From an optimization exercise on the open Yosys and OpenROAD flow, aimed at small area and a short achievable clock period; shortcuts taken in it are not production practice.
Only simulation tests tie the RTL to the original design; equivalence was not proved.
Power figures rest on the tool's default switching activity, not on a simulated workload.

==> run X: inputs <==
==> flow/design.v <==
module arm_core #(parameter N = 64)
	(input  logic CLOCK_50, reset,
	 output logic [N-1:0] IM_addr,
	 input  logic [31:0] IM_readData,
	 output logic [N-1:0] DM_writeData, DM_addr,
	 output logic DM_writeEnable, DM_readEnable,
	 input  logic [N-1:0] DM_readData);
	function automatic logic [63:0] ks_add64(input logic [63:0] a, b, input logic ci);
		logic [63:0] p, g, pp, gg, c;
		p = a ^ b;
		g = a & b;
		pp = p; gg = g;
		for (int d = 1; d < 64; d = d * 2) begin
			for (int i = 63; i >= d; i--) begin
				gg[i] = gg[i] | (pp[i] & gg[i-d]);
				pp[i] = pp[i] & pp[i-d];
			end
		end
		c = {gg[62:0] | (pp[62:0] & {63{ci}}), ci};
		ks_add64 = p ^ c;
	endfunction
	logic [63:0] pc_q;
	logic        m_taken;
	logic [63:0] m_res;
	assign IM_addr = pc_q;
	always_ff @(posedge CLOCK_50, posedge reset)
		if (reset) pc_q[63:2] <= 62'd0;
		else       pc_q[63:2] <= m_taken ? m_res[63:2] : pc_q[63:2] + 62'd1;
	assign pc_q[1:0] = 2'b00;
	logic [31:0] ins;
	assign ins = IM_readData;
	logic f_add, f_sub, f_and, f_orr, f_ld, f_st, f_cbz;
	assign f_add = ins[31:21] == 11'b10001011000;
	assign f_sub = ins[31:21] == 11'b11001011000;
	assign f_and = ins[31:21] == 11'b10001010000;
	assign f_orr = ins[31:21] == 11'b10101010000;
	assign f_ld  = ins[31:21] == 11'b11111000010;
	assign f_st  = ins[31:21] == 11'b11111000000;
	assign f_cbz = ins[31:24] == 8'b10110100;
	logic [63:0] regs [0:30];
	logic [30:0] written;
	logic [30:0] m_wen;    
	logic        m_ld;
	logic [63:0] wdata;
	assign wdata = m_ld ? DM_readData : m_res;
	genvar g;
	generate
		for (g = 0; g < 31; g = g + 1) begin : r
			always_ff @(posedge CLOCK_50)
				if (m_wen[g]) regs[g] <= wdata;
			always_ff @(posedge CLOCK_50, posedge reset)
				if (reset) written[g] <= 1'b0;
				else if (m_wen[g]) written[g] <= 1'b1;
		end
	endgenerate
	logic d_add, d_sub, d_and, d_orr, d_ld, d_st, d_cbz;
	logic [23:0] d_ins;
	logic [63:0] d_pc;
	logic [30:0] d_s1, d_s2;
	logic [4:0]  d_ra2;
	logic [4:0]  f_ra1, f_ra2;
	assign f_ra1 = ins[9:5];
	assign f_ra2 = (f_st | f_cbz) ? ins[4:0] : ins[20:16];
	always_ff @(posedge CLOCK_50, posedge reset)
		if (reset) {d_add, d_sub, d_and, d_orr, d_ld, d_st, d_cbz} <= 7'd0;
		else       {d_add, d_sub, d_and, d_orr, d_ld, d_st, d_cbz} <=
		           {f_add, f_sub, f_and, f_orr, f_ld, f_st, f_cbz};
	always_ff @(posedge CLOCK_50) begin
		d_ins <= ins[23:0];
		d_pc  <= pc_q;
		for (int i = 0; i < 31; i++) begin
			d_s1[i] <= !f_cbz && f_ra1 == 5'(i);
			d_s2[i] <= (f_st | f_cbz) ? (ins[4:0] == 5'(i)) : (ins[20:16] == 5'(i));
		end
		d_ra2 <= f_ra2;
	end
	logic [4:0] d_i1, d_i2;
	logic [31:0] wr32;
	assign wr32 = {1'b1, written};
	assign d_i1 = (!d_cbz && !wr32[d_ins[9:5]]) ? d_ins[9:5] : 5'd0;
	assign d_i2 = !wr32[d_ra2] ? d_ra2 : 5'd0;
	logic [63:0] rd1, rd2;
	always_comb begin
		rd1 = (d_cbz ? d_pc : 64'd0) | {59'd0, d_i1};
		rd2 = {59'd0, d_i2};
		for (int i = 0; i < 31; i++) begin
			rd1 = rd1 | ((d_s1[i] & written[i]) ? regs[i] : 64'd0);
			rd2 = rd2 | ((d_s2[i] & written[i]) ? regs[i] : 64'd0);
		end
	end
	logic [63:0] e_a, e_b;
	logic [63:0] e_sd;
	logic [4:0]  e_rd;
	logic e_sub, e_and, e_orr, e_ld, e_st, e_cbz, e_we;
	always_ff @(posedge CLOCK_50, posedge reset)
		if (reset) {e_sub, e_and, e_orr, e_ld, e_st, e_cbz, e_we} <= 7'd0;
		else       {e_sub, e_and, e_orr, e_ld, e_st, e_cbz, e_we} <=
		           {d_sub, d_and, d_orr, d_ld, d_st, d_cbz,
		            d_add | d_sub | d_and | d_orr | d_ld};
	always_ff @(posedge CLOCK_50) begin
		e_a   <= rd1;
		e_b   <= (d_ld | d_st) ? {{55{d_ins[20]}}, d_ins[20:12]} :
		         d_cbz         ? {{43{d_ins[23]}}, d_ins[23:5], 2'b00} :
		                         (d_sub ? ~rd2 : rd2);
		e_sd  <= rd2;    
		e_rd  <= d_ins[4:0];
	end
	logic [63:0] bop, sum, res;
	assign bop = e_b;
	assign sum = ks_add64(e_a, bop, e_sub);
	always_comb
		if (e_and)      res = e_a & e_b;
		else if (e_orr) res = e_a | e_b;
		else            res = sum;
	logic [63:0] m_wd;
	logic m_st;
	always_ff @(posedge CLOCK_50, posedge reset)
		if (reset) {m_wen, m_ld, m_st, m_taken} <= 34'd0;
		else begin
			for (int i = 0; i < 31; i++) m_wen[i] <= e_we && e_rd == 5'(i);
			{m_ld, m_st, m_taken} <= {e_ld, e_st, e_cbz && e_sd == 64'd0};
		end
	always_ff @(posedge CLOCK_50) begin
		m_res <= res;
		m_wd  <= e_sd;
	end
	assign DM_addr        = m_res;
	assign DM_writeData   = m_wd;
	assign DM_writeEnable = m_st;
	assign DM_readEnable  = m_ld;
endmodule
==> flow/flow/run.sh <==
#!/bin/bash
# Own layout flow: the standard ORFS flow (standard.sh, standard synthesis
# unchanged), with plain buffers (not delay cells) on the ports and a tighter
# setup repair target. Each tool's output goes to a log file in this folder.
set -euo pipefail
export BUFFER_PORTS_ARGS="-buffer_cell sky130_fd_sc_hd__buf_2"
bash standard.sh SETUP_SLACK_MARGIN=6.5 finish > run_make.log 2>&1
==> flow/standard.sh <==
#!/bin/bash
# synth_recipe.tcl (not shown) runs the flow's synth.tcl, then flattens the netlist and writes it again
# the make line also repeats each setting of config.mk as NAME=value (left out here)
make -C /OpenROAD-flow-scripts/flow DESIGN_CONFIG=/design/flow/config.mk WORK_HOME=/design/flow/orfs CLKGATE_MAP_FILE= SYNTH_SCRIPT=/design/flow/synth_recipe.tcl "${@:-finish}"
==> flow/config.mk <==
export PLATFORM = sky130hd
export DESIGN_NAME = arm_core
export DESIGN_NICKNAME = arm_core
export VERILOG_FILES = /design/flow/design.v
export SDC_FILE = /design/flow/constraint.sdc
export NUM_CORES = 4
export LEC_CHECK = 0
export CAP_MARGIN = 20
export CORE_MARGIN = 2
export CORE_UTILIZATION = 50
export CTS_CLUSTER_DIAMETER = 80
export CTS_CLUSTER_SIZE = 24
export PLACE_DENSITY = 0.6
export SLEW_MARGIN = 20
export TNS_END_PERCENT = 20
==> flow/constraint.sdc <==
create_clock -name core_clock -period 10.0 [get_ports {CLOCK_50}]
set_input_delay 2.0000 -clock core_clock [delete_from_list [all_inputs] [get_ports {CLOCK_50}]]
set_output_delay 2.0000 -clock core_clock [all_outputs]
set_load 0.01 [all_outputs]
==> run A: changes against run X <==
==> flow/design.v, changed modules only <==
module arm_core #(parameter N = 64)
	(input  logic CLOCK_50, reset,
	 output logic [N-1:0] IM_addr,
	 input  logic [31:0] IM_readData,
	 output logic [N-1:0] DM_writeData, DM_addr,
	 output logic DM_writeEnable, DM_readEnable,
	 input  logic [N-1:0] DM_readData);
	function automatic logic [63:0] ks_add64(input logic [63:0] a, b, input logic ci);
		logic [63:0] p, g, pp, gg, c;
		p = a ^ b;
		g = a & b;
		pp = p; gg = g;
		for (int d = 1; d < 64; d = d * 2) begin
			for (int i = 63; i >= d; i--) begin
				gg[i] = gg[i] | (pp[i] & gg[i-d]);
				pp[i] = pp[i] & pp[i-d];
			end
		end
		c = {gg[62:0] | (pp[62:0] & {63{ci}}), ci};
		ks_add64 = p ^ c;
	endfunction
	function automatic logic [19:0] ks_add19(input logic [18:0] a, b);
		logic [18:0] p, g, pp, gg;
		p = a ^ b;
		g = a & b;
		pp = p; gg = g;
		for (int d = 1; d < 19; d = d * 2) begin
			for (int i = 18; i >= d; i--) begin
				gg[i] = gg[i] | (pp[i] & gg[i-d]);
				pp[i] = pp[i] & pp[i-d];
			end
		end
		ks_add19 = {gg[18], p ^ {gg[17:0], 1'b0}};
	endfunction
	logic [63:0] pc_q;
	logic        m_taken;
	logic [63:0] m_res;
	assign IM_addr = pc_q;
	always_ff @(posedge CLOCK_50, posedge reset)
		if (reset) pc_q[63:2] <= 62'd0;
		else       pc_q[63:2] <= m_taken ? m_res[63:2] : pc_q[63:2] + 62'd1;
	assign pc_q[1:0] = 2'b00;
	logic [31:0] ins;
	assign ins = IM_readData;
	logic f_add, f_sub, f_and, f_orr, f_ld, f_st, f_cbz;
	assign f_add = ins[31:21] == 11'b10001011000;
	assign f_sub = ins[31:21] == 11'b11001011000;
	assign f_and = ins[31:21] == 11'b10001010000;
	assign f_orr = ins[31:21] == 11'b10101010000;
	assign f_ld  = ins[31:21] == 11'b11111000010;
	assign f_st  = ins[31:21] == 11'b11111000000;
	assign f_cbz = ins[31:24] == 8'b10110100;
	logic [63:0] regs [0:30];
	logic [30:0] written;
	logic        m_we;
	logic [4:0]  m_rd;
	logic        m_ld;
	logic [63:0] wdata;
	assign wdata = m_ld ? DM_readData : m_res;
	genvar g;
	generate
		for (g = 0; g < 31; g = g + 1) begin : r
			always_ff @(posedge CLOCK_50)
				if (m_we && m_rd == 5'(g)) regs[g] <= wdata;
			always_ff @(posedge CLOCK_50, posedge reset)
				if (reset) written[g] <= 1'b0;
				else written[g] <= written_n[g];
			assign written_n[g] = written[g] | (m_we && m_rd == 5'(g));
		end
	endgenerate
	logic d_add, d_sub, d_and, d_orr, d_ld, d_st, d_cbz;
	logic [23:0] d_ins;
	logic [63:0] d_pc;
	logic [18:0] d_tlo;
	logic        d_tinc, d_tdec;
	logic [18:0] f_tlo;
	logic        f_tco;
	assign {f_tco, f_tlo} = ks_add19(pc_q[20:2], ins[23:5]);
	logic [30:0] d_s1, d_s2;
	logic [4:0]  d_ra2;
	logic [30:0] written_n;
	logic [4:0]  f_ra1, f_ra2;
	assign f_ra1 = ins[9:5];
	assign f_ra2 = (f_st | f_cbz) ? ins[4:0] : ins[20:16];
	always_ff @(posedge CLOCK_50, posedge reset)
		if (reset) {d_add, d_sub, d_and, d_orr, d_ld, d_st, d_cbz} <= 7'd0;
		else       {d_add, d_sub, d_and, d_orr, d_ld, d_st, d_cbz} <=
		           {f_add, f_sub, f_and, f_orr, f_ld, f_st, f_cbz};
	always_ff @(posedge CLOCK_50) begin
		d_ins <= ins[23:0];
		d_pc  <= pc_q;
		d_tlo <= f_tlo;
		d_tinc <= f_tco & ~ins[23];    
		d_tdec <= ~f_tco & ins[23];    
		for (int i = 0; i < 31; i++) begin
			d_s1[i] <= !f_cbz && f_ra1 == 5'(i) && written_n[i];
			d_s2[i] <= f_ra2 == 5'(i) && written_n[i];
		end
		d_ra2 <= f_ra2;
	end
	logic [63:0] target;
	logic [18:0] tlo;
	assign tlo = d_tlo;
	logic [42:0] all1, all0;
	always_comb begin
		all1[0] = 1'b1;
		all0[0] = 1'b1;
		for (int i = 1; i < 43; i++) begin
			all1[i] = all1[i-1] & d_pc[20+i];
			all0[i] = all0[i-1] & ~d_pc[20+i];
		end
	end
	assign target[1:0]   = d_pc[1:0];
	assign target[20:2]  = tlo;
	assign target[63:21] = d_pc[63:21] ^ (({43{d_tinc}} & all1) | ({43{d_tdec}} & all0));
	logic [4:0] d_i1, d_i2;
	logic [31:0] wr32;
	assign wr32 = {1'b1, written};
	assign d_i1 = (!d_cbz && !wr32[d_ins[9:5]]) ? d_ins[9:5] : 5'd0;
	assign d_i2 = !wr32[d_ra2] ? d_ra2 : 5'd0;
	logic [63:0] rd1, rd2;
	always_comb begin
		rd1 = (d_cbz ? target : 64'd0) | {59'd0, d_i1};
		rd2 = {59'd0, d_i2};
		for (int i = 0; i < 31; i++) begin
			rd1 = rd1 | (d_s1[i] ? regs[i] : 64'd0);
			rd2 = rd2 | (d_s2[i] ? regs[i] : 64'd0);
		end
	end
	logic [63:0] e_a, e_b;
	logic [8:0]  e_imm;
	logic [4:0]  e_rd;
	logic e_sub, e_and, e_orr, e_ldst, e_ld, e_st, e_cbz, e_we;
	always_ff @(posedge CLOCK_50, posedge reset)
		if (reset) {e_sub, e_and, e_orr, e_ldst, e_ld, e_st, e_cbz, e_we} <= 8'd0;
		else       {e_sub, e_and, e_orr, e_ldst, e_ld, e_st, e_cbz, e_we} <=
		           {d_sub, d_and, d_orr, d_ld | d_st, d_ld, d_st, d_cbz,
		            d_add | d_sub | d_and | d_orr | d_ld};
	always_ff @(posedge CLOCK_50) begin
		e_a   <= rd1;
		e_b   <= d_sub ? ~rd2 : rd2;
		e_imm <= d_ins[20:12];
		e_rd  <= d_ins[4:0];
	end
	logic [63:0] bop, sum, res;
	assign bop = e_ldst ? {{55{e_imm[8]}}, e_imm} : e_b;
	assign sum = ks_add64(e_a, bop, e_sub);
	always_comb
		if (e_and)      res = e_a & e_b;
		else if (e_orr) res = e_a | e_b;
		else if (e_cbz) res = e_a;
		else            res = sum;
	logic [63:0] m_wd;
	logic m_st;
	always_ff @(posedge CLOCK_50, posedge reset)
		if (reset) {m_we, m_ld, m_st, m_taken} <= 4'd0;
		else       {m_we, m_ld, m_st, m_taken} <=
		           {e_we, e_ld, e_st, e_cbz && e_b == 64'd0};
	always_ff @(posedge CLOCK_50) begin
		m_res <= res;
		m_wd  <= e_b;
		m_rd  <= e_rd;
	end
	assign DM_addr        = m_res;
	assign DM_writeData   = m_wd;
	assign DM_writeEnable = m_st;
	assign DM_readEnable  = m_ld;
endmodule
==> flow/run.sh (new file) <==
#!/bin/bash
# synth_recipe.tcl (not shown) runs the flow's synth.tcl, then flattens the netlist and writes it again
# the make line also repeats each setting of config.mk as NAME=value (left out here)
make -C /OpenROAD-flow-scripts/flow DESIGN_CONFIG=/design/flow/config.mk WORK_HOME=/design/flow/orfs CLKGATE_MAP_FILE= SYNTH_SCRIPT=/design/flow/synth_recipe.tcl finish
CORE_UTILIZATION = 40   (was 50)
CTS_CLUSTER_DIAMETER = not set   (was 80)
CTS_CLUSTER_SIZE = not set   (was 24)
PLACE_DENSITY = 0.55   (was 0.6)
SETUP_SLACK_MARGIN = 5   (was not set)
removed: flow/flow/run.sh
removed: flow/standard.sh
==> summary.md <==
| Metric | Value |
|---|---|
| CP Data Required Time | 10790 ps |
| CP startpoint | e_ldst |
| Mux contribution to synthesized area | 0.0131 |
| Final Critical Period | 4810 ps |
| Clk pwr | 0.0102 W |
| 1st-pass router iterations | 10 |
| ANT cells | 49 |
| Number of non-clock inverters in the layout | 136 |
| Compound-Gate Fraction of Synth Area | 0.193 |
| Cell count along the critical path | 16 |
| Outcome | timing/DRC/antenna clean |
That was run A.
==> summary.md <==
| Metric | Value |
|---|---|
| Compound-Gate Fraction of Synth Area | 0.180 |
| CP Data Required Time | 10660 ps |
| 1st-pass router iterations | 13 |
| ANT cells | 99 |
| Mux contribution to synthesized area | 0.0127 |
| Clk pwr | 0.00650 W |
| Final Critical Period | 3940 ps |
| Number of non-clock inverters in the layout | 161 |
| Cell count along the critical path | 7 |
| Outcome | timing/DRC/antenna clean |
| CP startpoint | written[18] |
That was run X.

[afterwards: timing with drivers on the ports]
How much do the figures lean on ideal ports? The routed layouts below were timed once more, with nothing changed but the port constraints. Step 1 assumes that a clkbuf_16 drives the clock port and a buf_2 every other input. Step 2, shift: input delay + t, output delay - t, t = (earliest + latest rising clock arrival at the registers) / 2. This alone moves slack from input paths to output paths. a / b / c = ideal / step 1 / step 2; a / b = the first two.
run | shift t [ns] | setup WS [ns] | hold slack, ns | slew at the worst register clock pin (ns)
run X | 0.949 | 6.059 / 6.059 / 5.853 | 0.327 / 0.327 / 0.327 | 0.11 / 0.11
run A | 1.050 | 5.186 / 5.186 / 4.174 | 0.309 / 0.309 / 0.309 | 0.07 / 0.07
After both steps setup and hold are still met in every run listed. The setup slack of run A, which loses most, moves by 0.000 ns with the drivers and by -1.012 ns with both steps.
